From an optimization exercise on the open Yosys and OpenROAD flow, aimed at small area, a short achievable clock period and few clock cycles; shortcuts taken in it are not production practice.
Where RTL was checked, it was by simulation tests only, not by an equivalence proof against the original.
Only the layout flow was run in run 5; the RTL was not checked for function there.
Power is estimated from default activity; no workload was simulated.

### flow/run.sh
#!/bin/bash
# The standard layout, with the port buffers made of buf_1 cells instead of
# the resizer's default choice (clkdlybuf4s50_1), and timing repair aiming
# for more setup slack than the standard flow.
export BUFFER_PORTS_ARGS="-buffer_cell sky130_fd_sc_hd__buf_1"
export SETUP_SLACK_MARGIN=6.4
bash standard.sh > standard.log 2>&1
### standard.sh
#!/bin/bash
# synth_recipe.tcl (not shown) runs the flow's synth.tcl, then flattens the netlist and writes it again
# the make line also repeats each setting of config.mk as NAME=value (left out here)
make -C /OpenROAD-flow-scripts/flow DESIGN_CONFIG=/design/flow/config.mk WORK_HOME=/design/flow/orfs CLKGATE_MAP_FILE= SYNTH_SCRIPT=/design/flow/synth_recipe.tcl "${@:-finish}"
### config.mk
export PLATFORM = sky130hd
export DESIGN_NAME = wisc_cache
export DESIGN_NICKNAME = wisc_cache
export VERILOG_FILES = /design/flow/design.v
export SDC_FILE = /design/flow/constraint.sdc
export NUM_CORES = 4
export LEC_CHECK = 0
export ABC_CLOCK_PERIOD_IN_PS = 1000
export CAP_MARGIN = 20
export CORE_MARGIN = 2
export CORE_UTILIZATION = 40
export CTS_BUF_LIST = sky130_fd_sc_hd__clkbuf_8
export CTS_CLUSTER_DIAMETER = 60
export CTS_CLUSTER_SIZE = 30
export PLACE_DENSITY = 0.6
export SLEW_MARGIN = 20
### constraint.sdc
create_clock -name core_clock -period 12.0 [get_ports {clk}]
set_input_delay 2.4000 -clock core_clock [delete_from_list [all_inputs] [get_ports {clk}]]
set_output_delay 2.4000 -clock core_clock [all_outputs]
set_load 0.01 [all_outputs]
### design.v
module wisc_cache (
   input         clk,
   input         rst,
   input  [15:0] Addr,
   input  [15:0] DataIn,
   input         Rd,
   input         Wr,
   output [15:0] DataOut,
   output        Done,
   output        Stall,
   output        CacheHit,
   output        err,
   output [51:0] bank_addr,     
   output [63:0] bank_wdata,    
   output [3:0]  bank_we,       
   input  [63:0] bank_rdata     
);
   wire [15:0] M_addr, M_data_in, M_data_out;
   wire M_wr, M_rd, M_stall, M_err;
   wire [3:0] M_busy;
   mem_system #(1) cache0 (
      .DataOut(DataOut), .Done(Done), .Stall(Stall), .CacheHit(CacheHit), .err(err),
      .Addr(Addr), .DataIn(DataIn), .Rd(Rd), .Wr(Wr), .createdump(1'b0),
      .clk(clk), .rst(rst),
      .M_addr(M_addr), .M_data_in(M_data_in), .M_wr(M_wr), .M_rd(M_rd),
      .M_data_out(M_data_out), .M_stall(M_stall), .M_busy(M_busy), .err_mem(M_err));
   wisc_fbm mem (
      .clk(clk), .rst(rst), .addr(M_addr), .data_in(M_data_in), .wr(M_wr), .rd(M_rd),
      .data_out(M_data_out), .stall(M_stall), .busy(M_busy), .err(M_err),
      .bank_addr(bank_addr), .bank_wdata(bank_wdata), .bank_we(bank_we),
      .bank_rdata(bank_rdata));
endmodule
module wisc_fbm (
   input         clk,
   input         rst,
   input  [15:0] addr,
   input  [15:0] data_in,
   input         wr,
   input         rd,
   output [15:0] data_out,
   output        stall,
   output [3:0]  busy,
   output        err,
   output [51:0] bank_addr,
   output [63:0] bank_wdata,
   output [3:0]  bank_we,
   input  [63:0] bank_rdata
);
   wire [3:0] sel;
   assign sel[0] = (addr[2:1] == 2'd0);
   assign sel[1] = (addr[2:1] == 2'd1);
   assign sel[2] = (addr[2:1] == 2'd2);
   assign sel[3] = (addr[2:1] == 2'd3);
   wire [3:0] en = sel & ~busy & {4{wr | rd}};
   assign stall = (wr | rd) & ~rst & (|(sel & busy));
   wire [15:0] d0, d1, d2, d3;
   wire [3:0] berr;
   wisc_bank m0 (.clk(clk), .rst(rst), .data_in(data_in), .addr(addr[15:3]), .wr(wr), .rd(rd), .enable(en[0]),
                 .data_out(d0), .err(berr[0]), .st_addr(bank_addr[12:0]), .st_wdata(bank_wdata[15:0]),
                 .st_we(bank_we[0]), .st_rdata(bank_rdata[15:0]));
   wisc_bank m1 (.clk(clk), .rst(rst), .data_in(data_in), .addr(addr[15:3]), .wr(wr), .rd(rd), .enable(en[1]),
                 .data_out(d1), .err(berr[1]), .st_addr(bank_addr[25:13]), .st_wdata(bank_wdata[31:16]),
                 .st_we(bank_we[1]), .st_rdata(bank_rdata[31:16]));
   wisc_bank m2 (.clk(clk), .rst(rst), .data_in(data_in), .addr(addr[15:3]), .wr(wr), .rd(rd), .enable(en[2]),
                 .data_out(d2), .err(berr[2]), .st_addr(bank_addr[38:26]), .st_wdata(bank_wdata[47:32]),
                 .st_we(bank_we[2]), .st_rdata(bank_rdata[47:32]));
   wisc_bank m3 (.clk(clk), .rst(rst), .data_in(data_in), .addr(addr[15:3]), .wr(wr), .rd(rd), .enable(en[3]),
                 .data_out(d3), .err(berr[3]), .st_addr(bank_addr[51:39]), .st_wdata(bank_wdata[63:48]),
                 .st_we(bank_we[3]), .st_rdata(bank_rdata[63:48]));
   assign data_out = d0 | d1 | d2 | d3;
   assign err = (wr | rd) & ((|berr) | addr[0]);
   reg [3:0] bsy0, bsy1, bsy2;
   always @(posedge clk) begin
      bsy0 <= rst ? 4'd0 : en;
      bsy1 <= rst ? 4'd0 : bsy0;
      bsy2 <= rst ? 4'd0 : bsy1;
   end
   assign busy = bsy0 | bsy1 | bsy2;
endmodule
module wisc_bank (
   input         clk,
   input         rst,
   input  [15:0] data_in,
   input  [12:0] addr,
   input         wr,
   input         rd,
   input         enable,
   output [15:0] data_out,
   output        err,
   output [12:0] st_addr,
   output [15:0] st_wdata,
   output        st_we,
   input  [15:0] st_rdata
);
   wire rd0 = rd & ~wr & enable & ~rst;
   wire wr0 = ~rd & wr & enable & ~rst;
   reg rd1, wr1, rd2, wr2, rd3, wr3;
   reg [12:0] addr_1c;
   reg [15:0] data_in_1c, dout;
   always @(posedge clk) begin
      rd1 <= rst ? 1'b0 : rd0;
      wr1 <= rst ? 1'b0 : wr0;
      rd2 <= rst ? 1'b0 : rd1;
      wr2 <= rst ? 1'b0 : wr1;
      rd3 <= rst ? 1'b0 : rd2;
      wr3 <= rst ? 1'b0 : wr2;
      addr_1c <= rst ? 13'd0 : addr;
      data_in_1c <= rst ? 16'd0 : data_in;
      dout <= rst ? 16'd0 : (rd1 ? st_rdata : 16'd0);
   end
   wire busy = rd1 | rd2 | rd3 | wr1 | wr2 | wr3;
   assign err = ((rd0 | wr0) & busy) | (rd & wr & enable & ~rst);
   assign data_out = dout;
   assign st_addr = addr_1c;
   assign st_wdata = data_in_1c;
   assign st_we = wr1 & ~rst;
endmodule

module mem_system(
   output [15:0] DataOut,
   output        Done,
   output        Stall,
   output        CacheHit,
   output        err,
   input  [15:0] Addr,
   input  [15:0] DataIn,
   input         Rd,
   input         Wr,
   input         createdump,
   input         clk,
   input         rst,
   output [15:0] M_addr,
   output [15:0] M_data_in,
   output        M_wr,
   output        M_rd,
   input  [15:0] M_data_out,
   input         M_stall,
   input  [3:0]  M_busy,
   input         err_mem
   );
   parameter memtype = 0;
   reg [1:0] st;
   wire bank_free = ~M_busy[Addr[2:1]];
   wire can_send = ~(st[1] ^ st[0]);
   assign M_rd = Rd & bank_free & can_send;
   assign M_wr = Wr & bank_free;
   assign M_addr = Addr;
   assign M_data_in = DataIn;
   assign Done = (st == 2'b10) | M_wr;
   assign DataOut = M_data_out;
   assign CacheHit = M_wr & ~st[0];
   assign Stall = Rd | Wr;
   assign err = Addr[0] | (Rd & Wr);
   always @(posedge clk) begin
      if (rst)
         st <= 2'b00;
      else if (st == 2'b01)
         st <= 2'b10;
      else if (st == 2'b10)
         st <= 2'b00;
      else if (M_rd)
         st <= 2'b01;
      else if ((Rd | Wr) & ~Done)
         st <= 2'b11;
      else
         st <= 2'b00;
   end
endmodule
==> results of run 1 <==
-- power groups by stage --
stage	Combinational, mW	Sequential (mW)	Clock (mW)
2_1_floorplan	0.0523	0.408	0
3_3_place_gp	0.0659	0.406	0
3_5_place_dp	0.0662	0.407	0
4_1_cts	0.0680	0.398	0.366
5_1_grt	0.0743	0.399	0.382
6_report	0.0671	0.398	0.353
-- final cells by class --
type / instances / share of cell area [%]
sequential: 115 / 47.2
multi-input combinational: 165 / 21.3
timing repair buffer: 244 / 19.5
clock buffer: 18 / 5.08
tap: 133 / 3.41
clock inverter: 13 / 3.10
inverter: 5 / 0.385
-- worst paths after layout --
| path | end | start |
|---|---|---|
| worst max-delay path | Done | Addr[1] |
| worst min-delay path | mem.bsy1[2] | mem.bsy0[2] |
| worst max register to register | cache0.st[0] | mem.bsy0[3] |
| worst min register to register | mem.bsy1[2] | mem.bsy0[2] |
-- worst max-delay path, stage by stage --
cell and delay, ns:
buf_8 0.07, mux4_2 0.51, nand2_2 0.08, nand2b_1 0.06
clkbuf_2 0.12
-- layer usage --
metal	vias up	wire length, um
li1	1449	-
met1	1299	3090
met2	136	4260
met3	8	609
met4	0	87
met5	-	0
-- through the flow --
step                      instance area, um2  hold WS, ns
final                                   4880        0.466
after global routing                    4880        0.475
after CTS                               4870        0.461
after detailed placement                4440        0.454
after global placement                  4440        0.450
after floorplan                         4070        0.439
-- timing repair --
item                       CTS  global route
cloned                       0             0
setup endpoints to repair    6             3
buffers inserted             2             0
pin swaps                    2             1
gates resized for setup      7             2
-- logic make-up (layout without fill, tap and decap cells) --
kind of cell               Yosys count  in the layout
DFF                                115            115
AOI/OAI and AO/OA                    5              5
and+or+nand+nor                    157            157
buffers and inverters              105            280
adders and majority gates            2              2
muxes                                1              1
-- registers in the layout (all words and copies together), names as in the netlist --
signal             cells
mem.m3.rd1             1
mem.m2.addr_1c        13
mem.m1.wr1             1
mem.m2.wr1             1
mem.m1.data_in_1c     16
mem.bsy0               4
mem.m0.wr1             1
mem.m1.rd1             1
mem.bsy2               4
mem.m1.dout           16
mem.m3.wr1             1
mem.m2.rd1             1
cache0.st              2
mem.m3.dout           16
mem.bsy1               4
mem.m0.rd1             1
mem.m2.dout           16
mem.m0.dout           16
-- cells in the final DEF, fill, tap and decap left out, types with 4 or more instances in the layout --
cell        n
clkbuf_8   18
or4_1      16
inv_1       5
dfxtp_1   115
buf_1     235
nor2b_1    45
buf_4       6
and2_1     64
nor3_1      4
nor2_1     18
==> out/metrics.yaml, run 1 <==
power_frac_clock_pct: 43.1
power_density_mw_per_mm2: 168
die_h_um: 105
final_layout_size_suffix_gt1_share_pct: 7.68
numPortBuffers: 239
max-clock-path-buffers: 2
post-route-util_pct: 49.7
antenna_found_initial: 0
ys_warn_count: 3
setup_viol: 0
cts_made_buffers: 17
p_seq_share_pct: 48.7
route.detailed.drc: 0
top_usage_layer: "met2"
yosysTopAreaCellShare_pct: 56.5
worst-path-max-fanout: 2
drt-total-wl_mm: 8.05
wl_per_cell_um: 11.6
core_mm2: 0.00982
num_vias: 2892
cts_hold_buffers: 0
synth_top_area_cell: "dfxtp_1"
row_count: 36
path_class: "in2out"
ff2ff_setup_slack_ns: 10.17
synth.top_cells.by_area: "dfxtp_1, buf_4, and2_1, nor2b_1, or4_1"
finalCritPeriodShare_pct: 47.0
n_antenna_cell: 0
dpl_worst_slack_ns: 6.13
cts_sinks: 115
slew_headroom_pct: 34.2
endpoint_kind: "primary output"
synth_ff_type: "dfxtp_1"
power_mw: 0.818
synth-async-reset-ratio_pct: 0
drv_slew: 0
p_switching_mw: 0.206
ant_nets: 0
yosys.area_share.simple_pct: 23.1
grtUsageMet3_pct: 4.43
area_growth_pct: 19.7
grt_max_degree: 51
cts_tree: "done"
hpwlAfterDp_mm: 5.77
synth_cell_types: 21
fmax_ghz: 0.177
overflow: 0
num_io_pins: 240
status: "no timing/DRC/antenna violations"
cp.arrival_ns: 3.24
initial_utilization_pct: 41.5
synth_xor_area_share_pct: 0
final_nets: 650
yosysMostFrequentCell: "dfxtp_1"
drt_first_pass_iters: 4
clkLatencyLatePin_ns: 0.41
hold_violations: 0
worstMarginPinSlew_ns: 0.984
use_met2_pct: 26.0
ys_ff_latch: 115
yosys-mux-area-fraction_pct: 0.553
met1_usage_pct: 15.0
rr_worst_depth: 5
synth-edff-count: 0
die_x_um: 105
p_int_mw: 0.613
vdd_drop_max_mv: 0.0665
combPwrFrac_pct: 8.2
place_inst: 660
place_congestion: 0.765
clk_pin_slew_ns: 0.08
seq_area_mm2: 0.00230
nFillCells: 978
synth_compound_area_share_pct: 1.11
cp.required_ns: 9.60
grt_pass1_vias: 2626
fin_skew_ns: 0.0119
drv_cap: 0
syn_avg_cell_area_um2: 10.6
switching_share_pct: 25.1
synth_top_family_by_area: "simple AND/OR/NAND/NOR gates"
timing.critical_path.from_type: "input pin"
synth-adder-area-share_pct: 0.614
min_path_cells: 1
grt_pass1_wl_mm: 12.2
tns_ns: 0
hp-class: "reg2reg"
grt_use_total_pct: 14.2
rsz0062_at_grt: "true"
netlist_instances: 385
viasPerCell: 4.17
syn_area_mm2: 0.00407
die_area_mm2: 0.0110
worst_slack_ns: 6.36
first_iter_violations: 98
ctsHtreeMaxLevel: 4
syn-num-nets: 487
multi_input_area_mm2: 0.00104
cts-root-buf: "clkbuf_8"
synth_common_cells: "dfxtp_1, buf_4, and2_1"
ys_seq_area_share_pct: 56.5
fin_crit_ns: 5.64
stdcell_count: 693
leakagePower_nw: 1.97
Testbench counts, summed over its fixed seeds: cycles 54,679.
==> run 2, diff against run 1 <==
--- a/config.mk
+++ b/config.mk
@@ -11,5 +11,3 @@
 export CORE_UTILIZATION = 40
-export CTS_BUF_LIST = sky130_fd_sc_hd__clkbuf_8
-export CTS_CLUSTER_DIAMETER = 60
-export CTS_CLUSTER_SIZE = 30
+export CTS_BUF_LIST = sky130_fd_sc_hd__clkbuf_4
 export PLACE_DENSITY = 0.6
==> out/metrics.yaml, run 2 <==
synth_top_area_cell: "dfxtp_1"
ys_warn_count: 3  # unchanged
clkLatencyLatePin_ns: 0.47  # +0.06 ns
crit_family: "multiplexers"
overflow: 0  # unchanged
power_frac_clock_pct: 37.2  # -5.9 points
clk_pin_slew_ns: 0.11  # +0.03 ns
antenna_found_initial: 0  # unchanged
die_area_mm2: 0.0110  # unchanged
fmax_ghz: 0.177  # about the same
rsz0062_at_grt: "true"
cts_hold_buffers: 0  # unchanged
hold_violations: 0  # unchanged
path_class: "in2out"
wl_per_cell_um: 11.6  # -0.53%
fin_skew_ns: 0.0176  # +0.00569 ns
syn_area_mm2: 0.00407  # unchanged
num_io_pins: 240  # unchanged
post-route-util_pct: 48.5  # -1.2 points
initial_utilization_pct: 41.5  # unchanged
ys_ff_latch: 115  # unchanged
ctsHtreeMaxLevel: 4  # unchanged
p_int_mw: 0.546  # -11%
die_x_um: 105  # unchanged
grt_pass1_wl_mm: 12.2  # +0.12%
num_vias: 2891  # -0.035%
final_area_mm2: 0.00476  # -2.4%
p_seq_share_pct: 53.8  # +5.1 points
tns_ns: 0  # unchanged
max-clock-path-buffers: 2  # unchanged
mostFrequentLayoutCell: "buf_1"
cp.arrival_ns: 3.24  # about the same
combPwrFrac_pct: 9.1  # +0.9 points
grt_max_degree: 51  # unchanged
drt-total-wl_mm: 8.01  # -0.53%
synth_ff_type: "dfxtp_1"
final_layout_size_suffix_gt1_share_pct: 7.50  # -0.18 points
worstMarginPinSlew_ns: 0.983  # -0.00107 ns
slew_headroom_pct: 34.3  # +0.071 points
cp.required_ns: 9.60  # about the same
syn_avg_cell_area_um2: 10.6  # unchanged
switching_share_pct: 26.3  # +1.2 points
n_antenna_cell: 0  # unchanged
critical_path_buf_inv_count: 2  # unchanged
numPortBuffers: 239  # unchanged
die_h_um: 105  # unchanged
whs_ns: 0.468  # +0.00246 ns
dpl_cell_area_mm2: 0.00444  # unchanged
worst-path-max-fanout: 2  # unchanged
synth_common_cells: "dfxtp_1, buf_4, and2_1"
drv_cap: 0  # unchanged
grt_pass1_vias: 2628  # +0.076%
drt_first_pass_iters: 4  # unchanged
cts_made_buffers: 17  # unchanged
finalCritPeriodShare_pct: 47.0  # about the same
route.detailed.drc: 0  # unchanged
power_mw: 0.741  # -9.5%
timing.critical_path.from_type: "input pin"
dpl_worst_slack_ns: 6.13  # unchanged
grt_use_total_pct: 14.2  # +0.028 points
yosysMostFrequentCell: "dfxtp_1"
row_count: 36  # unchanged
vdd_drop_max_mv: 0.0571  # -14%
power_density_mw_per_mm2: 156  # -7.3%
endpoint_kind: "primary output"
area_growth_pct: 16.9
netlist_instances: 385  # unchanged
syn-num-nets: 487  # unchanged
final_cell_mix: "buf_1, dfxtp_1, and2_1, nor2b_1, nor2_1"
synth-async-reset-ratio_pct: 0  # unchanged
first_iter_violations: 67  # -32%
slowest_delay_ns: 0.51  # about the same
setup_viol: 0  # unchanged
status: "no timing/DRC/antenna violations"
fin_crit_ns: 5.64  # +0.00327 ns
place_inst: 660  # unchanged
cp_cell_sequence: "buf_8 -> mux4_2 -> nand2_2 -> nand2b_1 -> clkbuf_2"
synth-edff-count: 0  # unchanged
cts_tree: "done"
core_mm2: 0.00982  # unchanged
ant_nets: 0  # unchanged
drv_slew: 0  # unchanged
nFillCells: 1001  # +2.4%
place_congestion: 0.765  # unchanged
viasPerCell: 4.17  # about the same
stdcell_count: 693  # unchanged
leakagePower_nw: 1.92  # -2.5%
hpwlAfterDp_mm: 5.77  # unchanged
p_switching_mw: 0.195  # -5.1%
worst_slack_ns: 6.36  # -0.00327 ns
ys_seq_area_share_pct: 56.5  # unchanged
synth.top_cells.by_area: "dfxtp_1, buf_4, and2_1, nor2b_1, or4_1"
slowest_stage: "mux4_2"
synth_cell_types: 21  # unchanged
final_nets: 650  # unchanged
cts_sinks: 115  # unchanged
yosysTopAreaCellShare_pct: 56.5  # unchanged
cts-root-buf: "clkbuf_4"
hp-class: "reg2reg"
==> run 2: changes by cell type in the layout (fill, tap and decap cells not counted), sizes merged <==
cell and change:
clkbuf -1, clkinv +1
==> run 2: path summary, 6_finish.rpt <==
| path | to | slack, ns | cells past startpoint | from |
|---|---|---|---|---|
| setup / recovery | Done | 6.36 | 5 | Addr[1] |
| setup reg to reg | cache0.st[0] | 10.15 | 5 | mem.bsy0[3] |
| hold / removal | mem.bsy1[2] | 0.47 | 1 | mem.bsy0[2] |
| hold reg to reg | mem.bsy1[2] | 0.47 | 1 | mem.bsy0[2] |
==> run 2: worst register-to-register path, delay by kind of cell (launching register included) <==
kind | cells | cell delay [ns]
buffers and inverters | 1 | 0.17
flip-flops | 1 | 0.35
multiplexers | 1 | 0.49
AND/OR/NAND/NOR | 1 | 0.06
AO/OA/AOI/OAI | 2 | 0.68
==> run 2: kinds of logic (layout without fill, tap and decap cells) <==
family,count (synthesis),count (layout),share of synthesized area (%)
multiplexers,1,1,0.553
buffers and inverters,105,280,18.1
AND/OR/NAND/NOR,157,157,23.1
adder cells (fa/ha/maj),2,2,0.614
AO/OA/AOI/OAI,5,5,1.11
flip-flops,115,115,56.5
==> run 2: layout make-up <==
class	count	area (um2)	area share, %
clock inverter	14	155	3.26
tap	133	166	3.50
multi-input combinational	165	1040	21.8
timing repair buffer	244	952	20.0
sequential	115	2300	48.4
inverter	5	18.8	0.394
clock buffer	17	128	2.68
==> run 2: repair_timing <==
| action | CTS | global route |
|---|---|---|
| setup endpoints to repair | 6 | 3 |
| gates resized for setup | 7 | 2 |
| pin swaps | 2 | 1 |
| setup buffers | 2 | 0 |
==> run 2: power by group through the flow <==
stage | clock network (mW) | logic, mW | registers [mW]
floorplan | 0 | 0.0523 | 0.408
global placement | 0 | 0.0659 | 0.406
detailed placement | 0 | 0.0662 | 0.407
CTS | 0.289 | 0.0680 | 0.398
global route | 0.305 | 0.0743 | 0.400
finish | 0.275 | 0.0672 | 0.398
==> run 2: per-layer routing <==
layer / GRT usage (%) / up-vias / routed length (um)
li1: - / 1452 / -
met4: 5.90 / 0 / 60
met3: 4.43 / 4 / 595
met2: 25.8 / 139 / 4250
met5: 0 / - / 0
met1: 15.1 / 1296 / 3100
==> run 3, diff against run 2 <==
--- a/config.mk
+++ b/config.mk
@@ -8,3 +8,3 @@
 export ABC_CLOCK_PERIOD_IN_PS = 1000
-export CAP_MARGIN = 20
+export CAP_MARGIN = 0
 export CORE_MARGIN = 2
@@ -13,2 +13,2 @@
 export PLACE_DENSITY = 0.6
-export SLEW_MARGIN = 20
+export SLEW_MARGIN = 0
==> out/metrics.yaml, run 3 <==
finalCritPeriodShare_pct: 47.0  # unchanged
cts_sinks: 115  # unchanged
grt_pass1_vias: 2628  # unchanged
whs_ns: 0.468  # unchanged
yosys.area_share.simple_pct: 23.1  # unchanged
final_nets: 650  # unchanged
clkLatencyLatePin_ns: 0.47  # about the same
route.detailed.drc: 0  # unchanged
drt_first_pass_iters: 4  # unchanged
die_h_um: 105  # unchanged
grt_use_total_pct: 14.2  # unchanged
cts-root-buf: "clkbuf_4"
grt_pass1_wl_mm: 12.2  # unchanged
vdd_drop_max_mv: 0.0571  # unchanged
power_density_mw_per_mm2: 156  # unchanged
place_congestion: 0.765  # unchanged
cts_tree: "done"
max-clock-path-buffers: 2  # unchanged
synth-adder-area-share_pct: 0.614  # unchanged
drv_cap: 0  # unchanged
final_area_mm2: 0.00476  # unchanged
fin_skew_ns: 0.0176  # unchanged
initial_utilization_pct: 41.5  # unchanged
slew_headroom_pct: 34.3  # unchanged
syn-num-nets: 487  # unchanged
fin_crit_ns: 5.64  # unchanged
path_class: "in2out"
fmax_ghz: 0.177  # unchanged
synth_common_cells: "dfxtp_1, buf_4, and2_1"
timing.critical_path.from_type: "input pin"
timing.rr.start: "mem.bsy0[3]"
area_growth_pct: 16.9  # unchanged
synth_ff_type: "dfxtp_1"
post-route-util_pct: 48.5  # unchanged
first_iter_violations: 67  # unchanged
cp.required_ns: 9.60  # about the same
hold_violations: 0  # unchanged
ys_ff_latch: 115  # unchanged
worst_slack_ns: 6.36  # unchanged
synth.top_cells.by_area: "dfxtp_1, buf_4, and2_1, nor2b_1, or4_1"
wl_per_cell_um: 11.6  # unchanged
grt_max_degree: 51  # unchanged
synth_top_family_by_area: "simple AND/OR/NAND/NOR gates"
hpwlAfterDp_mm: 5.77  # unchanged
cts_made_buffers: 17  # unchanged
synth_xor_area_share_pct: 0  # unchanged
status: "no timing/DRC/antenna violations"
clk_pin_slew_ns: 0.11  # about the same
ys_warn_count: 3  # unchanged
final_cell_mix: "buf_1, dfxtp_1, and2_1, nor2b_1, nor2_1"
viasPerCell: 4.17  # unchanged
hp-class: "reg2reg"
drt-total-wl_mm: 8.01  # unchanged
syn_area_mm2: 0.00407  # unchanged
endpoint_kind: "primary output"
dpl_cell_area_mm2: 0.00444  # unchanged
syn_avg_cell_area_um2: 10.6  # unchanged
worstHoldStart: "mem.bsy0[2]"
numPortBuffers: 239  # unchanged
num_vias: 2891  # unchanged
n_antenna_cell: 0  # unchanged
synth_cell_types: 21  # unchanged
tns_ns: 0  # unchanged
mostFrequentLayoutCell: "buf_1"
overflow: 0  # unchanged
antenna_found_initial: 0  # unchanged
ys_seq_area_share_pct: 56.5  # unchanged
drv_slew: 0  # unchanged
leakagePower_nw: 1.92  # unchanged
row_count: 36  # unchanged
yosysTopAreaCellShare_pct: 56.5  # unchanged
nFillCells: 1001  # unchanged
rsz0062_at_grt: "true"
cp.arrival_ns: 3.24  # about the same
synth-async-reset-ratio_pct: 0  # unchanged
ant_nets: 0  # unchanged
cp-startpoint: "Addr[1]"
num_io_pins: 240  # unchanged
core_mm2: 0.00982  # unchanged
setup_viol: 0  # unchanged
synth_top_area_cell: "dfxtp_1"
final_layout_size_suffix_gt1_share_pct: 7.50  # unchanged
synth-edff-count: 0  # unchanged
yosys-mux-area-fraction_pct: 0.553  # unchanged
synth_compound_area_share_pct: 1.11  # unchanged
worstMarginPinSlew_ns: 0.983  # unchanged
die_area_mm2: 0.0110  # unchanged
die_x_um: 105  # unchanged
cts_hold_buffers: 0  # unchanged
netlist_instances: 385  # unchanged
dpl_worst_slack_ns: 6.13  # unchanged
yosysMostFrequentCell: "dfxtp_1"
worst-path-max-fanout: 2  # unchanged
ctsHtreeMaxLevel: 4  # unchanged
==> run 3: cell counts after synthesis <==
Identical to the previous run, type by type.
==> run 3: what timing repair did <==
action                                  4_1_cts  5_1_grt
setup buffers                                 2        0
gates resized for setup                       7        2
pin swaps                                     2        1
endpoints found under the setup margin        6        3
==> run 3: worst paths after layout <==
path	endpoint	depth (start not counted)	slack, ns
hold / removal	mem.bsy1[2]	1	0.47
setup / recovery	Done	5	6.36
hold reg to reg	mem.bsy1[2]	1	0.47
setup reg to reg	cache0.st[0]	5	10.15
==> run 3: cell type report <==
class                      instances  area (um2)  area share, %
sequential                       115        2300           48.4
multi-input combinational        165        1040           21.8
timing repair buffer             244         952           20.0
tap                              133         166           3.50
clock inverter                    14         155           3.26
clock buffer                      17         128           2.68
inverter                           5        18.8          0.394
==> run 3: layer usage <==
| layer | global-route usage, % | wire length, um |
|---|---|---|
| met5 | 0 | 0 |
| met4 | 5.90 | 60 |
| met3 | 4.43 | 595 |
| met2 | 25.8 | 4250 |
| met1 | 15.1 | 3100 |
==> run 3: metrics by stage <==
| step | instances | power (mW) |
|---|---|---|
| after global routing | 693 | 0.779 |
| after global placement | 660 | 0.472 |
| after floorplan | 385 | 0.461 |
| after CTS | 693 | 0.756 |
| after detailed placement | 660 | 0.473 |
| final | 693 | 0.741 |
==> run 3: where the power goes <==
| part | total, mW | leakage (nW) | switching (mW) | internal (mW) |
|---|---|---|---|---|
| clock network | 0.275 | 0.144 | 0.150 | 0.126 |
| registers | 0.398 | 0.936 | 0.00674 | 0.391 |
| logic | 0.0672 | 0.838 | 0.0386 | 0.0286 |
==> run 3: cells by family (layout without fill, tap and decap cells) <==
| family | after synthesis | after routing |
|---|---|---|
| compound gates | 5 | 5 |
| buf+inv | 105 | 280 |
| fa+ha+maj | 2 | 2 |
| flops | 115 | 115 |
| simple gates | 157 | 157 |
| mux | 1 | 1 |
==> run 3: worst max-delay path, cell delays in order <==
cell      delay (ns)
buf_8           0.07
mux4_2          0.51
nand2_2         0.08
nand2b_1        0.06
clkbuf_2        0.12
==> run 4, diff against run 3 <==
==> flow/run.sh (replaced) <==
#!/bin/bash
# The standard layout, with the port buffers made of buf_1 cells instead of
# the resizer's default choice (clkdlybuf4s50_1), and larger clock-tree sink
# clusters.
export BUFFER_PORTS_ARGS="-buffer_cell sky130_fd_sc_hd__buf_1"
export CTS_ARGS="-sink_clustering_enable -repair_clock_nets -sink_clustering_size 40 -sink_clustering_max_diameter 200 -buf_list sky130_fd_sc_hd__clkbuf_8"
bash standard.sh > standard.log 2>&1
--- a/config.mk
+++ b/config.mk
@@ -8,7 +8,9 @@
 export ABC_CLOCK_PERIOD_IN_PS = 1000
-export CAP_MARGIN = 0
+export CAP_MARGIN = 20
 export CORE_MARGIN = 2
 export CORE_UTILIZATION = 40
-export CTS_BUF_LIST = sky130_fd_sc_hd__clkbuf_4
+export CTS_BUF_LIST = sky130_fd_sc_hd__clkbuf_8
+export CTS_CLUSTER_DIAMETER = 60
+export CTS_CLUSTER_SIZE = 30
 export PLACE_DENSITY = 0.6
-export SLEW_MARGIN = 0
+export SLEW_MARGIN = 20
==> out/metrics.yaml, run 4 <==
yosysMostFrequentCell: "dfxtp_1"
cts_tree: "done"
final_layout_size_suffix_gt1_share_pct: 6.63  # -0.87 points
max-clock-path-buffers: 2  # unchanged
worst-path-max-fanout: 7  # +5
cp_cell_sequence: "buf_1 -> mux4_2 -> nand2_1 -> nand2b_1 -> buf_1"
cts_made_buffers: 17  # unchanged
endpoint_kind: "primary output"
clk_pin_slew_ns: 0.08  # -0.03 ns
met1_usage_pct: 15.0  # -0.084 points
synth_top_area_cell: "dfxtp_1"
first_iter_violations: 84  # +25%
die_x_um: 105  # unchanged
grtUsageMet3_pct: 4.43  # unchanged
cts_resized: 0  # -7
initial_utilization_pct: 41.5  # unchanged
cts-root-buf: "clkbuf_8"
die_h_um: 105  # unchanged
synth_cell_types: 21  # unchanged
synth-edff-count: 0  # unchanged
critical_path_buf_inv_count: 2  # unchanged
cp.required_ns: 9.60  # about the same
antenna_found_initial: 0  # unchanged
core_mm2: 0.00982  # unchanged
num_io_pins: 240  # unchanged
mostFrequentLayoutCell: "buf_1"
viasPerCell: 4.17  # about the same
top_usage_layer: "met2"
final_area_mm2: 0.00484  # +1.7%
status: "no timing/DRC/antenna violations"
vdd_drop_max_mv: 0.0665  # +17%
cts_sinks: 115  # unchanged
final_cell_mix: "buf_1, dfxtp_1, and2_1, nor2b_1"
cp.arrival_ns: 3.47  # +0.23 ns
synth_common_cells: "dfxtp_1, buf_4, and2_1"
drt_first_pass_iters: 4  # unchanged
die_area_mm2: 0.0110  # unchanged
rsz0062_at_grt: "false"
fmax_ghz: 0.170  # -3.8%
ys_ff_latch: 115  # unchanged
row_count: 36  # unchanged
power_mw: 0.817  # +10%
grt_use_total_pct: 14.1  # -0.11 points
numPortBuffers: 239  # unchanged
place_congestion: 0.765  # unchanged
path_class: "in2out"
grt_pass1_vias: 2607  # -0.80%
num_vias: 2884  # -0.24%
cts_hold_buffers: 0  # unchanged
whs_ns: 0.466  # -0.00246 ns
ys_seq_area_share_pct: 56.5  # unchanged
dpl_cell_area_mm2: 0.00444  # unchanged
tns_ns: 0  # unchanged
drv_cap: 0  # unchanged
post-route-util_pct: 49.3  # +0.84 points
synth_ff_type: "dfxtp_1"
synth-async-reset-ratio_pct: 0  # unchanged
crit_family: "multiplexers"
hold_violations: 0  # unchanged
netlist_instances: 385  # unchanged
synth.top_cells.by_area: "dfxtp_1, buf_4, and2_1, nor2b_1, or4_1"
worstMarginPinSlew_ns: 0.990  # +0.00635 ns
drt-total-wl_mm: 8.02  # about the same
finalCritPeriodShare_pct: 48.9  # +1.9 points
syn_area_mm2: 0.00407  # unchanged
ys_warn_count: 3  # unchanged
final_nets: 648  # -0.31%
overflow: 0  # unchanged
syn-num-nets: 487  # unchanged
fin_skew_ns: 0.0119  # -0.00568 ns
ant_nets: 0  # unchanged
hp-class: "reg2reg"
slowest_stage: "mux4_2"
yosysTopAreaCellShare_pct: 56.5  # unchanged
crit_path_frequent_cell: "buf_1"
n_antenna_cell: 0  # unchanged
ctsHtreeMaxLevel: 4  # unchanged
grt_max_degree: 51  # unchanged
route.detailed.drc: 0  # unchanged
hpwlAfterDp_mm: 5.77  # unchanged
area_growth_pct: 18.9
setup_viol: 0  # unchanged
cts_setup_buffers: 0  # -2
slew_headroom_pct: 33.9  # -0.42 points
ff2ff_setup_slack_ns: 10.24  # +0.09 ns
slowest_delay_ns: 0.60  # +0.09 ns
timing.critical_path.from_type: "input pin"
fin_crit_ns: 5.87  # +0.223 ns
syn_avg_cell_area_um2: 10.6  # unchanged
clkLatencyLatePin_ns: 0.41  # -0.06 ns
power_density_mw_per_mm2: 169  # +8.4%
wl_per_cell_um: 11.6  # +0.36%
leakagePower_nw: 1.95  # +1.4%
drv_slew: 0  # unchanged
use_met2_pct: 25.8  # unchanged
grt_pass1_wl_mm: 12.1  # -0.79%
## run 4: final cells by class
| class | count | area, um2 |
|---|---|---|
| clock buffer | 18 | 248 |
| clock inverter | 13 | 151 |
| fill | 978 | 4980 |
| inverter | 5 | 18.8 |
| multi-input combinational | 165 | 1030 |
| sequential | 115 | 2300 |
| tap | 133 | 166 |
| timing repair buffer | 242 | 921 |
## run 4: worst paths after layout
path / startpoint / endpoint / cells after the start
setup / recovery: Addr[1] / Done / 5
hold / removal: mem.bsy0[2] / mem.bsy1[2] / 1
setup reg to reg: mem.bsy0[3] / cache0.st[0] / 4
hold reg to reg: mem.bsy0[2] / mem.bsy1[2] / 1
## run 4: worst register-to-register path, stage by stage (launching register included)
cell and delay, ns:
dfxtp_1 0.33, nor3_1 0.06, mux4_2 0.54, a211o_1 0.35, a2111oi_2 0.36
## run 4: metrics by stage
step                setup slack (ns)  std cells
floorplan                       6.44        385
global placement                6.16        660
detailed placement              6.13        660
CTS                             6.13        691
global route                    6.06        691
finish                          6.13        691
## run 4: logic make-up (layout without fill, tap and decap cells)
kind of cell / after synthesis / count (layout) / share of synthesized area (%)
buffers and inverters: 105 / 278 / 18.1
AO/OA/AOI/OAI: 5 / 5 / 1.11
multiplexers: 1 / 1 / 0.553
flip-flops: 115 / 115 / 56.5
adder cells (fa/ha/maj): 2 / 2 / 0.614
AND/OR/NAND/NOR: 157 / 157 / 23.1
## run 4: layer usage
layer  up-vias  wire, um
met5         -         0
li1       1446         -
met1      1293      3090
met2       137      4230
met4         0        87
met3         8       616
## run 4: report_power, final
group	leakage (nW)	internal, mW	total, mW	switching, mW
Combinational	0.816	0.0271	0.0654	0.0383
Clock	0.194	0.193	0.353	0.160
Sequential	0.936	0.391	0.398	0.00667
Total	1.95	0.611	0.817	0.205
==> run 5, diff against run 4 <==
--- a/design.v
+++ b/design.v
@@ -141,6 +141,6 @@
    parameter memtype = 0;
-   reg [1:0] st;
+   reg rd1, rd2;      
+   reg wait_q;        
    wire bank_free = ~M_busy[Addr[2:1]];
-   wire can_send = ~(st[1] ^ st[0]);
-   assign M_rd = Rd & bank_free & can_send;
+   assign M_rd = Rd & bank_free & ~rd1 & ~rd2;
    assign M_wr = Wr & bank_free;
@@ -148,20 +148,11 @@
    assign M_data_in = DataIn;
-   assign Done = (st == 2'b10) | M_wr;
+   assign Done = rd2 | M_wr;
    assign DataOut = M_data_out;
-   assign CacheHit = M_wr & ~st[0];
+   assign CacheHit = Done & ~wait_q;
    assign Stall = Rd | Wr;
-   assign err = Addr[0] | (Rd & Wr);
+   assign err = err_mem | Addr[0];
    always @(posedge clk) begin
-      if (rst)
-         st <= 2'b00;
-      else if (st == 2'b01)
-         st <= 2'b10;
-      else if (st == 2'b10)
-         st <= 2'b00;
-      else if (M_rd)
-         st <= 2'b01;
-      else if ((Rd | Wr) & ~Done)
-         st <= 2'b11;
-      else
-         st <= 2'b00;
+      rd1 <= rst ? 1'b0 : M_rd;
+      rd2 <= rst ? 1'b0 : rd1;
+      wait_q <= rst ? 1'b0 : (Rd | Wr) & ~Done;
    end
==> run.sh (new file) <==
#!/bin/bash
# synth_recipe.tcl (not shown) runs the flow's synth.tcl, then flattens the netlist and writes it again
# the make line also repeats each setting of config.mk as NAME=value (left out here)
make -C /OpenROAD-flow-scripts/flow DESIGN_CONFIG=/design/flow/config.mk WORK_HOME=/design/flow/orfs CLKGATE_MAP_FILE= SYNTH_SCRIPT=/design/flow/synth_recipe.tcl finish
--- a/config.mk
+++ b/config.mk
@@ -7,3 +7,2 @@
 export LEC_CHECK = 0
-export ABC_CLOCK_PERIOD_IN_PS = 1000
 export CAP_MARGIN = 20
@@ -11,5 +10,2 @@
 export CORE_UTILIZATION = 40
-export CTS_BUF_LIST = sky130_fd_sc_hd__clkbuf_8
-export CTS_CLUSTER_DIAMETER = 60
-export CTS_CLUSTER_SIZE = 30
 export PLACE_DENSITY = 0.6
removed: flow/run.sh
removed: standard.sh
==> out/metrics.yaml, run 5 <==
rr_worst_depth: 5  # +1
grt_max_degree: 63  # +24%
vdd_drop_max_mv: 0.100  # +51%
power_density_mw_per_mm2: 154  # -8.7%
place_inst: 705  # +6.8%
die_area_mm2: 0.0122  # +11%
ys_warn_count: 3  # unchanged
mostFrequentLayoutCell: "clkdlybuf4s50_1"
initial_utilization_pct: 41.5  # about the same
place_congestion: 0.835  # +9.1%
tns_ns: 0  # unchanged
drt_first_pass_iters: 4  # unchanged
finalCritPeriodShare_pct: 59.4  # +11 points
final_cell_mix: "clkdlybuf4s50_1, dfxtp_1, and2_1, nor2b_1, or4_1"
setup_viol: 0  # unchanged
fin_crit_ns: 7.13  # +1.27 ns
ctsHtreeMaxLevel: 4  # unchanged
dpl_worst_slack_ns: 4.88  # -1.25 ns
drv_slew: 0  # unchanged
die_h_um: 111  # +5.4%
worstHoldStart: "cache0.rd1"
hpwlAfterDp_mm: 7.99  # +38%
min_path_cells: 1  # unchanged
hold_violations: 0  # unchanged
timing.rr.start: "mem.bsy2[1]"
synth-edff-count: 0  # unchanged
max-clock-path-buffers: 2  # unchanged
area_growth_pct: 55.0
grt_pass1_vias: 3091  # +19%
stdcell_count: 738  # +6.8%
core_mm2: 0.0109  # +11%
drv_cap: 0  # unchanged
path_class: "in2out"
overflow: 0  # unchanged
reg2reg_to: "cache0.wait_q"
drt-total-wl_mm: 10.7  # +33%
numPortBuffers: 239  # unchanged
grt_pass1_wl_mm: 16.4  # +36%
syn_area_mm2: 0.00454  # +11%
ys_seq_area_share_pct: 58.2  # +1.7 points
cts_setup_buffers: 0  # unchanged
viasPerCell: 4.35  # +4.2%
leakagePower_nw: 2.85  # +46%
cts_made_buffers: 17  # unchanged
netlist_instances: 422  # +9.6%
synth_cell_types: 26  # +24%
rsz0062_at_grt: "false"
yosysTopAreaCellShare_pct: 58.2  # +1.7 points
min_to: "cache0.rd2"
final_nets: 684  # +5.6%
num_io_pins: 240  # unchanged
synth.top_cells.by_area: "dfxtp_1, buf_4, and2_1, nor2b_1, or4_1"
row_count: 38  # +5.6%
route.detailed.drc: 0  # unchanged
clk_pin_slew_ns: 0.05  # -0.03 ns
clkLatencyLatePin_ns: 0.40  # about the same
worst_slack_ns: 4.87  # -1.27 ns
cts_tree: "done"
die_x_um: 111  # +5.4%
cts_hold_buffers: 0  # unchanged
dpl_cell_area_mm2: 0.00642  # +44%
cp.required_ns: 9.60  # about the same
timing.critical_path.from_type: "input pin"
grt_use_total_pct: 17.2  # +3.1 points
synth-async-reset-ratio_pct: 0  # unchanged
hp-class: "reg2reg"
ys_ff_latch: 132  # +15%
final_layout_size_suffix_gt1_share_pct: 6.53  # -0.098 points
worst-path-max-fanout: 5  # -2
syn_avg_cell_area_um2: 10.8  # +1.7%
status: "no timing/DRC/antenna violations"
ant_nets: 0  # unchanged
num_vias: 3209  # +11%
cts-root-buf: "clkbuf_16"
cp.arrival_ns: 4.73  # +1.26 ns
final_area_mm2: 0.00703  # +45%
nFillCells: 908  # -7.2%
endpoint_kind: "primary output"
worstMarginPinSlew_ns: 0.737  # -0.252 ns
synth_top_area_cell: "dfxtp_1"
cts_resized: 0  # unchanged
fin_skew_ns: 0.0109  # -0.000944 ns
synth_common_cells: "dfxtp_1, buf_4, and2_1"
syn-num-nets: 522  # +7.2%
antenna_found_initial: 1  # +1
wl_per_cell_um: 14.5  # +25%
first_iter_violations: 71  # -15%
cts_sinks: 132  # +15%
yosysMostFrequentCell: "dfxtp_1"
ff2ff_setup_slack_ns: 10.41  # +0.17 ns
synth_ff_type: "dfxtp_1"
slew_headroom_pct: 50.4  # +17 points
fmax_ghz: 0.140  # -18%
-- run 5: cell count changes after synthesis, moves of 2 or more --
cell     change
dfxtp_1     +17
nor2b_1     +15
inv_1        -5
a21oi_1      +3
nor4_1       +3
ha_1         -2
nand3_1      -2
nor3_1       -2
nor3b_1      +2
or4_1        +2
-- run 5: cell type report --
type / count / area [um2] / share of cell area [%]
antenna: 1 / 2.50 / 0.0356
clock buffer: 23 / 488 / 6.94
clock inverter: 9 / 125 / 1.78
multi-input combinational: 189 / 1180 / 16.7
sequential: 132 / 2640 / 37.6
tap: 140 / 175 / 2.49
timing repair buffer: 244 / 2420 / 34.5
-- run 5: cell families (layout without fill, tap and decap cells) --
family	count (synthesis)	count (layout)	synth area share [%]
mux	1	1	0.221
buf+inv	101	276	15.9
flops	132	132	58.2
simple gates	177	177	23.8
other cells	0	1	0
compound gates	11	11	1.85
-- run 5: per-layer routing --
| metal | vias up | global-route usage (%) | wire length, um |
|---|---|---|---|
| met1 | 1483 | 18.8 | 4210 |
| li1 | 1576 | - | - |
| met4 | 0 | 5.67 | 167 |
| met2 | 140 | 29.9 | 5380 |
| met5 | - | 0 | 0 |
| met3 | 10 | 7.35 | 927 |
-- run 5: critical path, stage by stage --
cell,delay (ns)
clkdlybuf4s50_1,0.52
nor4_1,0.70
o21ai_0,0.15
o21ai_0,0.13
a21o_1,0.18
nor2b_1,0.13
clkdlybuf4s50_1,0.53
-- run 5: how the worst max path moves through the flow --
stage / slack [ns] / from / end
floorplan: 6.07 / Addr[2] / CacheHit
global placement: 4.94 / Addr[2] / CacheHit
detailed placement: 4.88 / Addr[2] / CacheHit
CTS: 4.87 / Addr[2] / CacheHit
global route: 4.71 / Addr[2] / CacheHit
finish: 4.87 / Addr[2] / CacheHit
-- run 5: report_power, final --
part | total (mW) | switching [mW] | internal (mW)
Combinational | 0.107 | 0.0348 | 0.0722
Clock | 0.522 | 0.174 | 0.348
Sequential | 0.454 | 0.00657 | 0.448
-- run 5: through the flow --
stage / util, % / power [mW] / hold slack [ns]
after floorplan: - / 0.511 / 0.433
after global placement: 58.7 / 0.571 / 0.448
after detailed placement: 58.7 / 0.572 / 0.457
after CTS: 64.3 / 1.10 / 0.465
after global routing: 64.3 / 1.12 / 0.476
final: 64.3 / 1.08 / 0.464
==> run 6, diff against run 5 <==
--- a/design.v
+++ b/design.v
@@ -141,6 +141,15 @@
    parameter memtype = 0;
-   reg rd1, rd2;      
-   reg wait_q;        
-   wire bank_free = ~M_busy[Addr[2:1]];
-   assign M_rd = Rd & bank_free & ~rd1 & ~rd2;
+   reg         line_v;           
+   reg  [15:3] line_tag;
+   reg  [3:0]  word_v;           
+   reg  [15:0] w0, w1, w2, w3;
+   reg  [1:0]  st;
+   wire [1:0] wd = Addr[2:1];
+   wire tag_hit = line_v & (line_tag == Addr[15:3]);
+   wire [15:0] cword = wd[1] ? (wd[0] ? w3 : w2) : (wd[0] ? w1 : w0);
+   wire bank_free = ~M_busy[wd];
+   wire can_send = ~(st[1] ^ st[0]);
+   wire rd_hit = Rd & tag_hit & word_v[wd] & can_send;
+   wire rd_arr = (st == 2'b10);
+   assign M_rd = Rd & ~rd_hit & bank_free & can_send;
    assign M_wr = Wr & bank_free;
@@ -148,11 +157,42 @@
    assign M_data_in = DataIn;
-   assign Done = rd2 | M_wr;
-   assign DataOut = M_data_out;
-   assign CacheHit = Done & ~wait_q;
+   assign Done = rd_hit | rd_arr | M_wr;
+   assign DataOut = rd_arr ? M_data_out : cword;
+   assign CacheHit = (rd_hit | M_wr) & ~st[0];
    assign Stall = Rd | Wr;
-   assign err = err_mem | Addr[0];
+   assign err = Addr[0] | (Rd & Wr);
+   wire put = (M_wr & tag_hit) | rd_arr;
+   wire [15:0] put_d = rd_arr ? M_data_out : DataIn;
    always @(posedge clk) begin
-      rd1 <= rst ? 1'b0 : M_rd;
-      rd2 <= rst ? 1'b0 : rd1;
-      wait_q <= rst ? 1'b0 : (Rd | Wr) & ~Done;
+      if (rst) begin
+         st <= 2'b00;
+         line_v <= 1'b0;
+         word_v <= 4'b0000;
+      end else begin
+         if (st == 2'b01)
+            st <= 2'b10;
+         else if (st == 2'b10)
+            st <= 2'b00;
+         else if (M_rd)
+            st <= 2'b01;
+         else if ((Rd | Wr) & ~Done)
+            st <= 2'b11;
+         else
+            st <= 2'b00;
+         if (M_rd & ~tag_hit) begin
+            line_v <= 1'b1;
+            word_v <= 4'b0000;
+         end else if (put) begin
+            word_v[wd] <= 1'b1;
+         end
+      end
+      if (M_rd & ~tag_hit)
+         line_tag <= Addr[15:3];
+      if (put) begin
+         case (wd)
+            2'd0: w0 <= put_d;
+            2'd1: w1 <= put_d;
+            2'd2: w2 <= put_d;
+            2'd3: w3 <= put_d;
+         endcase
+      end
    end
==> flow/run.sh (new file) <==
#!/bin/bash
# The standard layout, with the port buffers made of buf_1 cells instead of
# the resizer's default choice (clkdlybuf4s50_1), and timing repair aiming
# for more setup slack than the standard flow.
export BUFFER_PORTS_ARGS="-buffer_cell sky130_fd_sc_hd__buf_1"
export SETUP_SLACK_MARGIN=6.4
bash standard.sh > standard.log 2>&1
==> standard.sh (new file) <==
#!/bin/bash
# synth_recipe.tcl (not shown) runs the flow's synth.tcl, then flattens the netlist and writes it again
# the make line also repeats each setting of config.mk as NAME=value (left out here)
make -C /OpenROAD-flow-scripts/flow DESIGN_CONFIG=/design/flow/config.mk WORK_HOME=/design/flow/orfs CLKGATE_MAP_FILE= SYNTH_SCRIPT=/design/flow/synth_recipe.tcl "${@:-finish}"
--- a/config.mk
+++ b/config.mk
@@ -7,2 +7,3 @@
 export LEC_CHECK = 0
+export ABC_CLOCK_PERIOD_IN_PS = 1000
 export CAP_MARGIN = 20
@@ -10,2 +11,5 @@
 export CORE_UTILIZATION = 40
+export CTS_BUF_LIST = sky130_fd_sc_hd__clkbuf_8
+export CTS_CLUSTER_DIAMETER = 60
+export CTS_CLUSTER_SIZE = 30
 export PLACE_DENSITY = 0.6
removed: run.sh
==> out/metrics.yaml, run 6 <==
worst-path-stages: 7  # unchanged
num_io_pins: 240  # unchanged
drv_slew: 0  # unchanged
clk_pin_slew_ns: 0.10  # +0.05 ns
finalCritPeriodShare_pct: 51.6  # -7.8 points
syn-num-nets: 694  # +33%
clkLatencyLatePin_ns: 0.47  # +0.07 ns
met1_usage_pct: 20.3  # +1.5 points
setup_viol: 0  # unchanged
rr_worst_depth: 7  # +2
n_antenna_cell: 0  # -1
wl_per_cell_um: 15.7  # +8.6%
die_area_mm2: 0.0200  # +64%
ys_ff_latch: 197  # +49%
dpl_worst_slack_ns: 5.14  # +0.257 ns
synth_cell_types: 39  # +50%
area_growth_pct: 16.2
grt_max_degree: 57  # -9.5%
slowest_stage: "or4_4"
row_count: 50  # +32%
drv_cap: 0  # unchanged
ctsHtreeMaxLevel: 4  # unchanged
top_usage_layer: "met2"
yosysMostFrequentCell: "dfxtp_1"
cts_made_buffers: 17  # unchanged
synth.top_cells.by_area: "dfxtp_1, edfxtp_1, buf_4, and2_1, mux4_2"
grt_pass1_vias: 4666  # +51%
max-clock-path-buffers: 2  # unchanged
cp.arrival_ns: 3.80  # -0.93 ns
critical_path_buf_inv_count: 2  # unchanged
core_mm2: 0.0186  # +70%
synth_ff_type: "dfxtp_1"
cp_cell_sequence: "clkbuf_2 -> xnor2_1 -> nand4_1 -> or4_4 -> o21ai_4 -> and2_4 -> buf_6"
tns_ns: 0  # unchanged
cts_sinks: 197  # +49%
drt-total-wl_mm: 15.7  # +47%
fmax_ghz: 0.161  # +15%
overflow: 0  # unchanged
syn_area_mm2: 0.00755  # +66%
slew_headroom_pct: 31.2  # -19 points
cts-root-buf: "clkbuf_8"
ys_warn_count: 3  # unchanged
cp.required_ns: 9.60  # about the same
timing.critical_path.from_type: "input pin"
hpwlAfterDp_mm: 10.5  # +32%
endpoint_kind: "primary output"
worstMarginPinSlew_ns: 1.02  # +0.286 ns
worst_slack_ns: 5.80  # +0.936 ns
die_x_um: 141  # +28%
yosysTopAreaCellShare_pct: 31.8  # -26 points
fin_skew_ns: 0.0143  # +0.00337 ns
final_nets: 856  # +25%
nFillCells: 1705  # +88%
synth-async-reset-ratio_pct: 0  # unchanged
power_density_mw_per_mm2: 157  # +2.0%
ys_seq_area_share_pct: 62.5  # +4.2 points
syn_avg_cell_area_um2: 12.8  # +19%
initial_utilization_pct: 40.6  # -0.88 points
min_path_cells: 2  # +1
synth_common_cells: "dfxtp_1, buf_4, edfxtp_1"
use_met2_pct: 26.6  # -3.3 points
drt_first_pass_iters: 4  # unchanged
worst-path-max-fanout: 3  # -2
final_layout_size_suffix_gt1_share_pct: 15.1  # +8.6 points
grtUsageMet3_pct: 3.68  # -3.7 points
antenna_found_initial: 0  # -1
crit_family: "simple AND/OR/NAND/NOR gates"
leakagePower_nw: 3.12  # +9.4%
slowest_delay_ns: 0.54  # -0.16 ns
synth_top_area_cell: "dfxtp_1"
viasPerCell: 4.62  # +6.2%
numPortBuffers: 239  # unchanged
synth-edff-count: 77  # +77
cts_tree: "done"
rsz0062_at_grt: "true"
grt_pass1_wl_mm: 24.2  # +48%
hp-class: "reg2reg"
first_iter_violations: 177  # +150%
route.detailed.drc: 0  # unchanged
die_h_um: 141  # +28%
place_congestion: 0.771  # -7.6%
status: "no timing/DRC/antenna violations"
mostFrequentLayoutCell: "buf_1"
fin_crit_ns: 6.20  # -0.936 ns
grt_use_total_pct: 16.0  # -1.2 points
num_vias: 4623  # +44%
hold_violations: 0  # unchanged
path_class: "in2out"
final_cell_mix: "buf_1, dfxtp_1, edfxtp_1, and2_1, nor2b_1"
netlist_instances: 592  # +40%
vdd_drop_max_mv: 0.0708  # -30%
ant_nets: 0  # unchanged
## run 6: cell types whose count changed after synthesis, sizes merged, moves of 10 or more
cell	before	now
a21oi	3	13
dfxtp	132	120
edfxtp	0	77
mux4	0	17
nand2	4	18
nor2b	60	47
nor4	3	17
o21a	0	30
or4	18	2
xnor2	0	13
## run 6: repair_timing
item	4_1_cts	5_1_grt
buffers inserted	8	1
pin swaps	6	11
resized for setup	28	20
hold buffers	0	0
gates cloned	3	0
setup endpoints to repair	22	18
hold endpoints to repair	0	0
## run 6: tightest hold or removal path, stage by stage, from the launching register on
cell and delay (ns):
dfxtp_1 0.33, inv_1 0.05, a21oi_1 0.05
## run 6: layout make-up
class,instances,area (um2),area share [%]
clock buffer,17,234,2.67
clock inverter,15,184,2.10
inverter,4,15.0,0.171
multi-input combinational,277,2130,24.3
sequential,197,4710,53.7
tap,234,293,3.34
timing repair buffer,257,1200,13.7
## run 6: where the power goes
group          switching [mW]  internal, mW  leakage [nW]
Sequential             0.0116         0.736          1.68
Clock                   0.256         0.178         0.211
Combinational           0.111        0.0836          1.23
## run 6: cells by family after synthesis
| logic type | after synthesis | synth area share, % |
|---|---|---|
| DFF | 197 | 62.5 |
| and+or+nand+nor | 192 | 15.0 |
| buffers and inverters | 118 | 10.6 |
| AOI/OAI and AO/OA | 53 | 5.11 |
| muxes | 17 | 5.07 |
| xor gates and xnor gates | 13 | 1.51 |
| adders and majority gates | 2 | 0.331 |
## run 6: stage by stage
step	std cells	cell area [um2]	utilization, %	total power [mW]	hold WS [ns]
finish	1001	8770	47.2	1.38	0.465
global route	1001	8770	47.2	1.44	0.472
CTS	1000	8710	46.9	1.39	0.468
detailed placement	957	8070	43.4	0.944	0.451
global placement	957	8070	43.4	0.939	0.440
floorplan	592	7670	-	0.901	0.426
## run 6: per-layer routing
layer  vias to the layer above  part of all wire, %  wire length (um)
li1                       2274                    -                 -
met1                      2174                   44              6940
met2                       157                   49              7710
met3                        18                  5.1               807
met4                         0                  1.8               288
met5                         -                    0                 0
## run 6: path summary, 6_finish.rpt
path	slack, ns	from	endpoint
setup / recovery	5.80	Addr[11]	CacheHit
hold / removal	0.46	cache0.line_v	cache0.line_v
setup reg to reg	9.10	cache0.line_tag[12]	cache0.w0[14]
hold reg to reg	0.46	cache0.line_v	cache0.line_v
Testbench counts of run 6, summed over its fixed seeds: cycles 54,441.
==> run 7, diff against run 6 <==
--- a/design.v
+++ b/design.v
@@ -141,15 +141,6 @@
    parameter memtype = 0;
-   reg         line_v;           
-   reg  [15:3] line_tag;
-   reg  [3:0]  word_v;           
-   reg  [15:0] w0, w1, w2, w3;
-   reg  [1:0]  st;
-   wire [1:0] wd = Addr[2:1];
-   wire tag_hit = line_v & (line_tag == Addr[15:3]);
-   wire [15:0] cword = wd[1] ? (wd[0] ? w3 : w2) : (wd[0] ? w1 : w0);
-   wire bank_free = ~M_busy[wd];
+   reg [1:0] st;
+   wire bank_free = ~M_busy[Addr[2:1]];
    wire can_send = ~(st[1] ^ st[0]);
-   wire rd_hit = Rd & tag_hit & word_v[wd] & can_send;
-   wire rd_arr = (st == 2'b10);
-   assign M_rd = Rd & ~rd_hit & bank_free & can_send;
+   assign M_rd = Rd & bank_free & can_send;
    assign M_wr = Wr & bank_free;
@@ -157,42 +148,20 @@
    assign M_data_in = DataIn;
-   assign Done = rd_hit | rd_arr | M_wr;
-   assign DataOut = rd_arr ? M_data_out : cword;
-   assign CacheHit = (rd_hit | M_wr) & ~st[0];
+   assign Done = (st == 2'b10) | M_wr;
+   assign DataOut = M_data_out;
+   assign CacheHit = M_wr & ~st[0];
    assign Stall = Rd | Wr;
    assign err = Addr[0] | (Rd & Wr);
-   wire put = (M_wr & tag_hit) | rd_arr;
-   wire [15:0] put_d = rd_arr ? M_data_out : DataIn;
    always @(posedge clk) begin
-      if (rst) begin
+      if (rst)
          st <= 2'b00;
-         line_v <= 1'b0;
-         word_v <= 4'b0000;
-      end else begin
-         if (st == 2'b01)
-            st <= 2'b10;
-         else if (st == 2'b10)
-            st <= 2'b00;
-         else if (M_rd)
-            st <= 2'b01;
-         else if ((Rd | Wr) & ~Done)
-            st <= 2'b11;
-         else
-            st <= 2'b00;
-         if (M_rd & ~tag_hit) begin
-            line_v <= 1'b1;
-            word_v <= 4'b0000;
-         end else if (put) begin
-            word_v[wd] <= 1'b1;
-         end
-      end
-      if (M_rd & ~tag_hit)
-         line_tag <= Addr[15:3];
-      if (put) begin
-         case (wd)
-            2'd0: w0 <= put_d;
-            2'd1: w1 <= put_d;
-            2'd2: w2 <= put_d;
-            2'd3: w3 <= put_d;
-         endcase
-      end
+      else if (st == 2'b01)
+         st <= 2'b10;
+      else if (st == 2'b10)
+         st <= 2'b00;
+      else if (M_rd)
+         st <= 2'b01;
+      else if ((Rd | Wr) & ~Done)
+         st <= 2'b11;
+      else
+         st <= 2'b00;
    end
==> flow/run.sh (replaced) <==
#!/bin/bash
# The standard layout with three changes:
#  - the port buffers are buf_1 cells instead of the resizer's default
#    choice (clkdlybuf4s50_1);
#  - timing repair aims for more setup slack than the standard flow;
#  - after the standard synthesis, each mux4 cell is rebuilt from NAND gates
#    (flow/eco.tcl), which is faster from its select inputs.
set -euo pipefail
export BUFFER_PORTS_ARGS="-buffer_cell sky130_fd_sc_hd__buf_1"
export SETUP_SLACK_MARGIN=6.7
bash standard.sh synth > synth.log 2>&1
R=$PWD/orfs/results/$FLOW_PLATFORM/wisc_cache/base
cat > eco_run.tcl <<EOT
read_db $R/1_synth.odb
source $PWD/flow/eco.tcl
write_db $R/1_synth.odb
EOT
openroad -no_init -exit eco_run.tcl > eco.log 2>&1
touch $R/1_synth.sdc
bash standard.sh > standard.log 2>&1
==> flow/eco.tcl (new file) <==
# Replace each mux4 cell of the synthesized netlist with the same function
# built from NAND gates (two inverters, four nand3, one nand4), which is
# faster from the select inputs.
set db [ord::get_db]
set block [ord::get_db_block]
proc master {name} {
  set m [[ord::get_db] findMaster $name]
  if {$m eq "NULL" || $m eq ""} { error "no master $name" }
  return $m
}
proc pin_net {inst pin} { return [[$inst findITerm $pin] getNet] }
set n 0
foreach inst [$block getInsts] {
  set mname [[$inst getMaster] getName]
  if {![string match sky130_fd_sc_hd__mux4_* $mname]} { continue }
  set name [$inst getName]
  set a0 [pin_net $inst A0]; set a1 [pin_net $inst A1]
  set a2 [pin_net $inst A2]; set a3 [pin_net $inst A3]
  set s0 [pin_net $inst S0]; set s1 [pin_net $inst S1]
  set x  [pin_net $inst X]
  foreach it [$inst getITerms] { $it disconnect }
  odb::dbInst_destroy $inst
  set s0n [odb::dbNet_create $block ${name}_eco_s0n]
  set s1n [odb::dbNet_create $block ${name}_eco_s1n]
  set i0 [odb::dbInst_create $block [master sky130_fd_sc_hd__inv_1] ${name}_eco_i0]
  [$i0 findITerm A] connect $s0; [$i0 findITerm Y] connect $s0n
  set i1 [odb::dbInst_create $block [master sky130_fd_sc_hd__inv_1] ${name}_eco_i1]
  [$i1 findITerm A] connect $s1; [$i1 findITerm Y] connect $s1n
  set ts {}
  foreach {k sa sb d} [list 0 $s1n $s0n $a0 1 $s1n $s0 $a1 2 $s1 $s0n $a2 3 $s1 $s0 $a3] {
    set t [odb::dbNet_create $block ${name}_eco_t$k]
    set g [odb::dbInst_create $block [master sky130_fd_sc_hd__nand3_1] ${name}_eco_g$k]
    [$g findITerm A] connect $sa; [$g findITerm B] connect $sb; [$g findITerm C] connect $d
    [$g findITerm Y] connect $t
    lappend ts $t
  }
  set o [odb::dbInst_create $block [master sky130_fd_sc_hd__nand4_1] ${name}_eco_o]
  foreach p {A B C D} t $ts { [$o findITerm $p] connect $t }
  [$o findITerm Y] connect $x
  incr n
}
puts "ECO replaced $n mux4 cells"
--- a/config.mk
+++ b/config.mk
@@ -11,5 +11,3 @@
 export CORE_UTILIZATION = 40
-export CTS_BUF_LIST = sky130_fd_sc_hd__clkbuf_8
-export CTS_CLUSTER_DIAMETER = 60
-export CTS_CLUSTER_SIZE = 30
+export CTS_BUF_LIST = sky130_fd_sc_hd__clkbuf_4
 export PLACE_DENSITY = 0.6
==> out/metrics.yaml, run 7 <==
status: "no timing/DRC/antenna violations"
switching_share_pct: 27.2  # -0.34 points
fin_crit_ns: 5.46  # -0.740 ns
power_frac_clock_pct: 35.2  # +3.6 points
grt_max_degree: 26  # -54%
clk_pin_slew_ns: 0.11  # about the same
met1_usage_pct: 18.5  # -1.7 points
place_congestion: 0.795  # +3.1%
fmax_ghz: 0.183  # +14%
tns_ns: 0  # unchanged
cts_tree: "done"
cp.arrival_ns: 3.06  # -0.74 ns
drv_cap: 0  # unchanged
setup_viol: 0  # unchanged
path_class: "in2out"
use_met2_pct: 26.9  # +0.28 points
area_growth_pct: 21.1
die_h_um: 105  # -26%
syn_avg_cell_area_um2: 10.4  # -18%
ant_nets: 0  # unchanged
finalCritPeriodShare_pct: 45.5  # -6.2 points
syn-num-nets: 493  # -29%
netlist_instances: 391  # -34%
viasPerCell: 4.15  # -10%
syn_area_mm2: 0.00408  # -46%
endpoint_kind: "primary output"
combPwrFrac_pct: 10.0  # -4.2 points
critical_path_buf_inv_count: 3  # +1
crit_family: "simple AND/OR/NAND/NOR gates"
power_mw: 0.724  # -47%
wl_per_cell_um: 12.4  # -21%
min_path_cells: 1  # -1
cts_hold_buffers: 0  # unchanged
drt-total-wl_mm: 8.77  # -44%
ctsHtreeMaxLevel: 4  # unchanged
final_cell_mix: "buf_1, dfxtp_1, and2_1, nor2b_1"
place_inst: 667  # -30%
p_int_mw: 0.527  # -47%
hold_violations: 0  # unchanged
cts_sinks: 115  # -42%
slowest_stage: "nand4_1"
rsz0062_at_grt: "true"
clkLatencyLatePin_ns: 0.50  # +0.03 ns
power_density_mw_per_mm2: 146  # -6.7%
cts_made_buffers: 17  # unchanged
num_io_pins: 240  # unchanged
drv_slew: 0  # unchanged
hpwlAfterDp_mm: 6.15  # -42%
slowest_delay_ns: 0.16  # -0.38 ns
core_mm2: 0.00986  # -47%
grt_pass1_vias: 2721  # -42%
worstMarginPinSlew_ns: 0.711  # -0.313 ns
grt_pass1_wl_mm: 13.5  # -44%
rr_worst_depth: 6  # -1
cts-root-buf: "clkbuf_4"
max-clock-path-buffers: 2  # unchanged
ff2ff_setup_slack_ns: 10.36  # +1.26 ns
grt_use_total_pct: 16.2  # +0.19 points
final_layout_size_suffix_gt1_share_pct: 11.1  # -4.0 points
timing.critical_path.from_type: "input pin"
mostFrequentLayoutCell: "buf_1"
die_area_mm2: 0.0110  # -45%
initial_utilization_pct: 41.4  # +0.77 points
p_seq_share_pct: 54.8  # +0.5 points
nFillCells: 979  # -43%
route.detailed.drc: 0  # unchanged
worst-path-max-fanout: 4  # +1
cp.required_ns: 9.60  # about the same
post-route-util_pct: 50.1  # +2.9 points
die_x_um: 105  # -26%
cp_cell_sequence: "buf_12 -> inv_12 -> nand3_2 -> nand4_1 -> nand2_2 -> nor2_2 -> buf_2"
antenna_found_initial: 1  # +1
first_iter_violations: 49  # -72%
num_vias: 2937  # -36%
fin_skew_ns: 0.0209  # +0.00658 ns
ys_warn_count: 3  # unchanged
worst-path-stages: 7  # unchanged
numPortBuffers: 239  # unchanged
final_nets: 663  # -23%
overflow: 0  # unchanged
leakagePower_nw: 2.03  # -35%
vdd_drop_max_mv: 0.0564  # -20%
drt_first_pass_iters: 4  # unchanged
final_area_mm2: 0.00494  # -44%
hp-class: "reg2reg"
top_usage_layer: "met2"
grtUsageMet3_pct: 5.43  # +1.7 points
row_count: 36  # -28%
slew_headroom_pct: 52.4  # +21 points
p_switching_mw: 0.197  # -48%
stdcell_count: 708  # -29%
dpl_cell_area_mm2: 0.00450  # -44%
## run 7: worst register-to-register path, stage by stage (launching register included)
cell       delay [ns]
dfxtp_1          0.35
nor3_1           0.08
nand3_2          0.07
nand4_1          0.16
buf_4            0.20
a211o_1          0.33
a2111oi_2        0.35
## run 7: final cells by class
class,instances,area [um2],share of cell area [%]
inverter,7,43.8,0.886
timing repair buffer,251,1100,22.3
clock inverter,15,134,2.71
multi-input combinational,169,1070,21.6
sequential,115,2300,46.6
clock buffer,17,128,2.58
tap,133,166,3.37
antenna,1,2.50,0.0506
## run 7: per-stage QoR
step | hold slack [ns] | setup slack, ns
final | 0.472 | 6.54
after global placement | 0.450 | 6.05
after detailed placement | 0.458 | 5.99
after CTS | 0.472 | 6.54
after floorplan | 0.439 | 6.67
after global routing | 0.479 | 6.44
## run 7: what timing repair did
action / CTS / global route
pin swaps: 3 / 1
endpoints found under the setup margin: 8 / 6
resized for setup: 23 / 2
setup buffers: 5 / 1
cloned: 2 / 0
## run 7: worst paths after layout
kind             endpoint   startpoint
max              CacheHit      Addr[2]
max reg2reg  cache0.st[0]  mem.bsy1[3]
min reg2reg   mem.bsy1[3]  mem.bsy0[3]
min           mem.bsy1[3]  mem.bsy0[3]
## run 7: metal layers
metal  vias to the layer above  part of all wire [%]
li1                       1484                     -
met1                      1318                    41
met2                       122                    51
met3                        13                   6.3
met4                         0                   1.8
met5                         -                     0
## run 7: power by group through the flow
| stage | clock [mW] | combinational, mW | sequential [mW] |
|---|---|---|---|
| after floorplan | 0 | 0.0518 | 0.407 |
| after global placement | 0 | 0.0653 | 0.405 |
| after detailed placement | 0 | 0.0653 | 0.406 |
| after CTS | 0.266 | 0.0734 | 0.397 |
| after global routing | 0.285 | 0.0806 | 0.398 |
| final | 0.255 | 0.0726 | 0.397 |
Testbench counts of run 7, summed over its fixed seeds: cycles 54,679.

## what the ideal ports hide
The flow's constraints put no driver on any port. The routed layouts listed below were extracted and timed again, unchanged, in two steps. Step 1: set_driving_cell puts a clkbuf_16 on clk and a buf_2 on each other input, an assumption about the parent block. Step 2 times the ports against the registers' clock, not the clock port: input delays grow and output delays shrink by t, the midpoint of the rising clock arrivals with the driver on. Slacks: no drivers / after step 1 / after step 2; pairs: no drivers / after step 1.
| run | shift t [ns] | slack for setup (ns) |
|---|---|---|
| run 1 | 0.430 | 6.360 / 6.305 / 6.305 |
| run 2 | 0.488 | 6.356 / 6.302 / 6.302 |
| run 3 | 0.488 | 6.356 / 6.302 / 6.302 |
| run 4 | 0.430 | 6.134 / 6.106 / 6.106 |
| run 5 | 0.423 | 4.868 / 4.846 / 4.846 |
| run 6 | 0.495 | 5.804 / 5.753 / 5.753 |
| run 7 | 0.518 | 6.544 / 6.486 / 6.486 |
After both steps setup and hold are still met in every run listed.
